Source: an optimization exercise on an open RTL-to-GDS flow (aim: small area, a short achievable clock period and few clock cycles). Production flows keep margins and buffers that such runs may drop. Only simulation tests tie the RTL to the original design; equivalence was not proved. The flow treats the clock pin as an ideal source. Dropping or thinning the clock tree relies on that and would not hold on a real chip. Power figures rest on the tool's default switching activity, not on a simulated workload.

## crypto_accelerator_top
module crypto_accelerator_top #(
    parameter BLOCK_WIDTH = 32,
    parameter COUNTER_WIDTH = 16
) (
    input  logic                        clk,
    input  logic                        rst_n,
    input  logic [BLOCK_WIDTH-1:0]      data_in,
    input  logic                        data_in_valid,
    output logic                        data_in_ready,
    output logic [BLOCK_WIDTH-1:0]      data_out,
    output logic                        data_out_valid,
    input  logic                        data_out_ready,
    output logic [COUNTER_WIDTH-1:0]    blocks_processed,
    output logic [COUNTER_WIDTH-1:0]    cycles_elapsed
);
==> flow/config.mk <==
export PLATFORM = sky130hd
export DESIGN_NAME = crypto_accelerator_top
export DESIGN_NICKNAME = crypto_accelerator_top
export VERILOG_FILES = /design/flow/design.v
export SDC_FILE = /design/flow/constraint.sdc
export NUM_CORES = 4
export LEC_CHECK = 0
export CAP_MARGIN = 20
export CORE_MARGIN = 2
export CORE_UTILIZATION = 35
export SETUP_SLACK_MARGIN = 3.95
export SLEW_MARGIN = 20
export TNS_END_PERCENT = 0
==> flow/constraint.sdc <==
create_clock -name core_clock -period 6.0 [get_ports {clk}]
set_input_delay 1.2000 -clock core_clock [delete_from_list [all_inputs] [get_ports {clk}]]
set_output_delay 1.2000 -clock core_clock [all_outputs]
set_load 0.01 [all_outputs]
standard.sh (not shown) runs the stock make flow with config.mk's settings and CLKGATE_MAP_FILE= SYNTH_SCRIPT=/design/flow/synth_recipe.tcl, a recipe that flattens the netlist after the stock synthesis.
==> flow/flow/run.sh <==
#!/bin/bash
# Own layout flow: the standard ORFS flow, with every input and output port
# buffered by a plain sky130_fd_sc_hd__buf_1 (which timing repair then sizes as
# needed) instead of the delay buffer buffer_ports picks by default.
# The make output goes to flow_make.log in the work folder; each ORFS step also
# keeps its own log under orfs/logs/.
set -euo pipefail
export BUFFER_PORTS_ARGS="-buffer_cell sky130_fd_sc_hd__buf_1"
bash standard.sh > flow_make.log 2>&1
The starting point completed without violations.
Testbench counts at the start, summed over its fixed seeds: cycles 11,071.
Change:
==> flow/flow/run.sh (replaced) <==
#!/bin/bash
# Own layout flow: the standard ORFS flow (standard.sh) with
#  - every input and output port buffered by a plain sky130_fd_sc_hd__buf_1
#    (timing repair sizes it as needed) instead of the delay buffer
#    buffer_ports picks by default;
set -euo pipefail
export BUFFER_PORTS_ARGS="-buffer_cell sky130_fd_sc_hd__buf_1"
export SETUP_MOVE_SEQUENCE="sizeup,swap"
export SKIP_GATE_CLONING=1
bash standard.sh > flow_make.log 2>&1
--- a/flow/config.mk
+++ b/flow/config.mk
@@ -10,4 +10,5 @@
 export CORE_UTILIZATION = 35
-export SETUP_SLACK_MARGIN = 3.95
+export CTS_CLUSTER_DIAMETER = 100
+export CTS_CLUSTER_SIZE = 50
+export SETUP_SLACK_MARGIN = 4
 export SLEW_MARGIN = 20
-export TNS_END_PERCENT = 0
Effect: Via count goes down by a few percent; power goes up by a few percent; first-iteration DRC count goes down by a quarter to a third; global-route usage goes down by 0.59 points; design area goes up by a few percent; worst setup slack improved by 7.3 ps; critical path depth stays the same.
Change:
==> flow/flow/run.sh (replaced) <==
#!/bin/bash
# Own layout flow: the standard ORFS flow, with every input and output port
# buffered by a plain sky130_fd_sc_hd__buf_1 (which timing repair then sizes as
# needed) instead of the delay buffer buffer_ports picks by default.
# The make output goes to flow_make.log in the work folder; each ORFS step also
# keeps its own log under orfs/logs/.
set -euo pipefail
export BUFFER_PORTS_ARGS="-buffer_cell sky130_fd_sc_hd__buf_1"
bash standard.sh > flow_make.log 2>&1
--- a/flow/config.mk
+++ b/flow/config.mk
@@ -9,5 +9,3 @@
 export CORE_MARGIN = 2
-export CORE_UTILIZATION = 35
-export CTS_CLUSTER_DIAMETER = 100
-export CTS_CLUSTER_SIZE = 50
+export CORE_UTILIZATION = 60
 export SETUP_SLACK_MARGIN = 4
=>
- The changed run finished with timing, DRC and antenna clean
- clock-buffer cell count is lower by 1
- maximum frequency is about the same
- area after synthesis does not change
- final area is higher by 5.2%
- via count is higher by 11%
- critical path depth stays the same
Change:
--- a/flow/config.mk
+++ b/flow/config.mk
@@ -9,3 +9,3 @@
 export CORE_MARGIN = 2
-export CORE_UTILIZATION = 60
+export CORE_UTILIZATION = 35
 export SETUP_SLACK_MARGIN = 4
Via count shrinks by 1.6%.
Global-route usage shrinks by 9.1 points.
Die area grows by 67%.
Setup slack improved by 10 ps.
Utilization shrinks by 34 points.


job 101:
crypto_accelerator_top, a different RTL version from the one above (not shown whole).
For scale: ~100 flip-flops, ~100 I/O pins.
Settings: LEC_CHECK=0, ABC_AREA=1, CAP_MARGIN=20, CORE_MARGIN=2, CORE_UTILIZATION=35, SLEW_MARGIN=20; clock period 6.0 ns.
==> flow/flow/run.sh <==
#!/bin/bash
# Own layout flow: the standard ORFS flow (standard.sh) with
#  - every input and output port buffered by a plain sky130_fd_sc_hd__buf_1
#    (timing repair sizes it as needed) instead of the delay buffer
#    buffer_ports picks by default;
#  - ORFS's cts step replaced by flow/cts.tcl: a balanced one-level clock
#    tree (the clock port drives 4 clkbuf_16, each driving a cluster of
#    flip-flops), then setup repair aiming at REPAIR_MARGIN ns of slack;
#  - the same setup margin for the repair after global routing.
# Each step's output goes to its own log in the work folder (flow_place.log,
# flow_cts.log, flow_finish.log); ORFS's steps also keep their logs under
# orfs/logs/.
set -euo pipefail
REPAIR_MARGIN=${REPAIR_MARGIN:-4.0}
export BUFFER_PORTS_ARGS="-buffer_cell sky130_fd_sc_hd__buf_1"
bash standard.sh place > flow_place.log 2>&1
RESULTS_DIR=orfs/results/$FLOW_PLATFORM/crypto_accelerator_top/base \
PLATFORM_DIR=$FLOW_HOME/platforms/$FLOW_PLATFORM \
CTS_CLOCK_PORT=clk CTS_NBUF=4 CTS_BUF_CELL=sky130_fd_sc_hd__clkbuf_16 \
CTS_REPAIR_MARGIN=$REPAIR_MARGIN \
  openroad -no_init -exit flow/cts.tcl > flow_cts.log 2>&1
export SETUP_SLACK_MARGIN=$REPAIR_MARGIN
bash standard.sh > flow_finish.log 2>&1
==> flow/flow/cts.tcl <==
# Clock tree step, in place of ORFS's cts step: a one-level tree in which the
# clock port drives CTS_NBUF buffers (CTS_BUF_CELL), each driving the
# flip-flops of one cluster (k-means on the flip-flop positions). The tree is
# balanced: every flip-flop is one buffer from the port. Then setup repair
# aiming at CTS_REPAIR_MARGIN ns of slack, hold repair, and legalization.
# Reads 3_place.odb/.sdc and writes 4_1_cts.odb and 4_cts.sdc in RESULTS_DIR.
set P $::env(PLATFORM_DIR)
set R $::env(RESULTS_DIR)
read_liberty $P/lib/sky130_fd_sc_hd__tt_025C_1v80.lib
read_db $R/3_place.odb
read_sdc $R/3_place.sdc
source $P/setRC.tcl
set_dont_use [list sky130_fd_sc_hd__probe_p_8 sky130_fd_sc_hd__probec_p_8 sky130_fd_sc_hd__lpflow_*]

set block [ord::get_db_block]
set clknet [[$block findBTerm $::env(CTS_CLOCK_PORT)] getNet]
set sinks {}
foreach it [$clknet getITerms] {
  set inst [$it getInst]
  lappend sinks [list $it {*}[$inst getLocation]]
}
set n [llength $sinks]
set k $::env(CTS_NBUF)
puts "clock sinks: $n, clusters: $k"
# k-means, seeded with sinks sorted by angle around the centroid
set cx 0; set cy 0
foreach s $sinks { set cx [expr {$cx + [lindex $s 1]}]; set cy [expr {$cy + [lindex $s 2]}] }
set cx [expr {$cx / double($n)}]; set cy [expr {$cy / double($n)}]
set sorted [lsort -real -index 3 [lmap s $sinks { list {*}$s [expr {atan2([lindex $s 2]-$cy, [lindex $s 1]-$cx)}] }]]
set cent {}
for {set c 0} {$c < $k} {incr c} {
  set s [lindex $sorted [expr {int(($c + 0.5) * $n / $k)}]]
  lappend cent [list [lindex $s 1] [lindex $s 2]]
}
for {set iter 0} {$iter < 50} {incr iter} {
  set sumx [lrepeat $k 0.0]; set sumy [lrepeat $k 0.0]; set cnt [lrepeat $k 0]
  set assign {}
  foreach s $sorted {
    set best 0; set bd 1e30
    for {set c 0} {$c < $k} {incr c} {
      set d [expr {abs([lindex $s 1]-[lindex $cent $c 0]) + abs([lindex $s 2]-[lindex $cent $c 1])}]
      if {$d < $bd} { set bd $d; set best $c }
    }
    lappend assign $best
    lset sumx $best [expr {[lindex $sumx $best] + [lindex $s 1]}]
    lset sumy $best [expr {[lindex $sumy $best] + [lindex $s 2]}]
    lset cnt $best [expr {[lindex $cnt $best] + 1}]
  }
  for {set c 0} {$c < $k} {incr c} {
    if {[lindex $cnt $c] > 0} {
      lset cent $c [list [expr {[lindex $sumx $c] / [lindex $cnt $c]}] [expr {[lindex $sumy $c] / [lindex $cnt $c]}]]
    }
  }
}
puts "cluster sizes: $cnt"
set master [[ord::get_db] findMaster $::env(CTS_BUF_CELL)]
set bufs {}
for {set c 0} {$c < $k} {incr c} {
  set inst [odb::dbInst_create $block $master "clkbuf_leaf_$c"]
  set net [odb::dbNet_create $block "clknet_leaf_$c"]
  $net setSigType CLOCK
  [$inst findITerm A] connect $clknet
  [$inst findITerm X] connect $net
  $inst setLocation [expr {int([lindex $cent $c 0])}] [expr {int([lindex $cent $c 1])}]
  $inst setPlacementStatus PLACED
  lappend bufs $net
}
foreach s $sorted a $assign {
  set it [lindex $s 0]
  $it disconnect
  $it connect [lindex $bufs $a]
}
$clknet setSigType CLOCK
detailed_placement
set_propagated_clock [all_clocks]
estimate_parasitics -placement
report_clock_latency
report_worst_slack -max -digits 3
repair_timing -setup -setup_margin $::env(CTS_REPAIR_MARGIN) -repair_tns 100 -match_cell_footprint -verbose
repair_timing -hold -hold_margin 0 -match_cell_footprint -verbose
detailed_placement
check_placement -verbose
estimate_parasitics -placement
report_clock_latency
report_worst_slack -max -digits 3
report_checks -group_path_count 5 -format end
write_db $R/4_1_cts.odb
write_sdc -no_timestamp $R/4_cts.sdc
Testbench counts of job 101, summed over its fixed seeds: cycles 11,071.
Input-level comparison between job 102 and job 101:
- ABC_AREA: 1 -> unset
--- a/flow/flow/run.sh
+++ b/flow/flow/run.sh
@@ -13,3 +13,3 @@
 set -euo pipefail
-REPAIR_MARGIN=${REPAIR_MARGIN:-4.0}
+REPAIR_MARGIN=${REPAIR_MARGIN:-3.9}
 export BUFFER_PORTS_ARGS="-buffer_cell sky130_fd_sc_hd__buf_1"
Findings:
The minimum clock period in job 102 was higher than what job 101 gave.
Between job 101 and job 102, final standard cell area without fillers is higher for job 101, job 102 comes in under that.
Against job 101 as the reference, job 102 delivers a lower first-iteration DRC count.
Comparing job 101 and job 102, the higher multi-input combinational cell count is on job 101.
Job 102 supports a lower top clock frequency than job 101.
Job 102 against job 101; wire length is down by more than 10%.
Total power of job 102 is lower than that of job 101.
Job 102 ends up with lower cell count than job 101 does.
Lower synthesized cell count was reported by job 102, not job 101.
Across both runs, arrival time of the worst setup path was higher for job 102 than for job 101.
Between job 101 and job 102, floorplan die area decreased.
Input changes introduced in job 103 (baseline for comparison: job 102):
- CORE_UTILIZATION: 35 -> 55
--- a/flow/flow/run.sh
+++ b/flow/flow/run.sh
@@ -13,3 +13,3 @@
 set -euo pipefail
-REPAIR_MARGIN=${REPAIR_MARGIN:-3.9}
+REPAIR_MARGIN=${REPAIR_MARGIN:-4.3}
 export BUFFER_PORTS_ARGS="-buffer_cell sky130_fd_sc_hd__buf_1"
==> comparison <==
- Job 103: vertical die dimension lower than job 102
- Detailed placer's ending HPWL down 4.0% in job 103 wrt job 102
- Total routed wire length on the met1 layer grows by a little under 10% when moving from job 102 to job 103.
- Diff job 102 -> job 103: starting utilization of the core area increased 22 points, share of final-layout standard cells stronger than drive strength 1 increased 36 points, share of total power in combinational logic increased 6.0 points, row count decreased 8, hold slack increased 3.4 ps.
In every run of this note, the design's own scripts or RTL, not TritonCTS, make the clock network.

## static timing again, ports no longer ideal
How much do the figures lean on ideal ports? The routed layouts below were timed once more, with nothing changed but the port constraints.
Step 1 (the two cells are an assumption about what drives the block):
set clk [get_ports {clk}]
set_driving_cell -lib_cell sky130_fd_sc_hd__clkbuf_16 $clk
set_driving_cell -lib_cell sky130_fd_sc_hd__buf_2 [delete_from_list [all_inputs] $clk]
Step 2 also shifts input and output timing later by t, the mid clock arrival at the registers, as if the neighbouring blocks saw the same clock.
Three values: ideal ports, drivers, drivers and shift; two values: the first two.
run | shift t [ns] | setup slack, ns | worst slew at a driven data input, ns
the first run of note 1 | 0.378 | 3.801 / 3.771 / 3.665 | 0.04
the second run of note 1 | 0.375 | 3.808 / 3.775 / 3.731 | 0.05
the third run of note 1 | 0.376 | 3.805 / 3.775 / 3.648 | 0.05
the fourth run of note 1 | 0.373 | 3.815 / 3.781 / 3.678 | 0.04
job 101 | 0.238 | 4.016 / 3.934 / 3.880 | 0.05
job 102 | 0.235 | 3.967 / 3.890 / 3.793 | 0.04
job 103 | 0.225 | 4.064 / 3.992 / 3.876 | 0.06
After both steps every run listed still meets setup and hold. For job 103, which loses most, drivers alone change the setup slack by -0.072 ns; drivers and shift together by -0.188 ns.
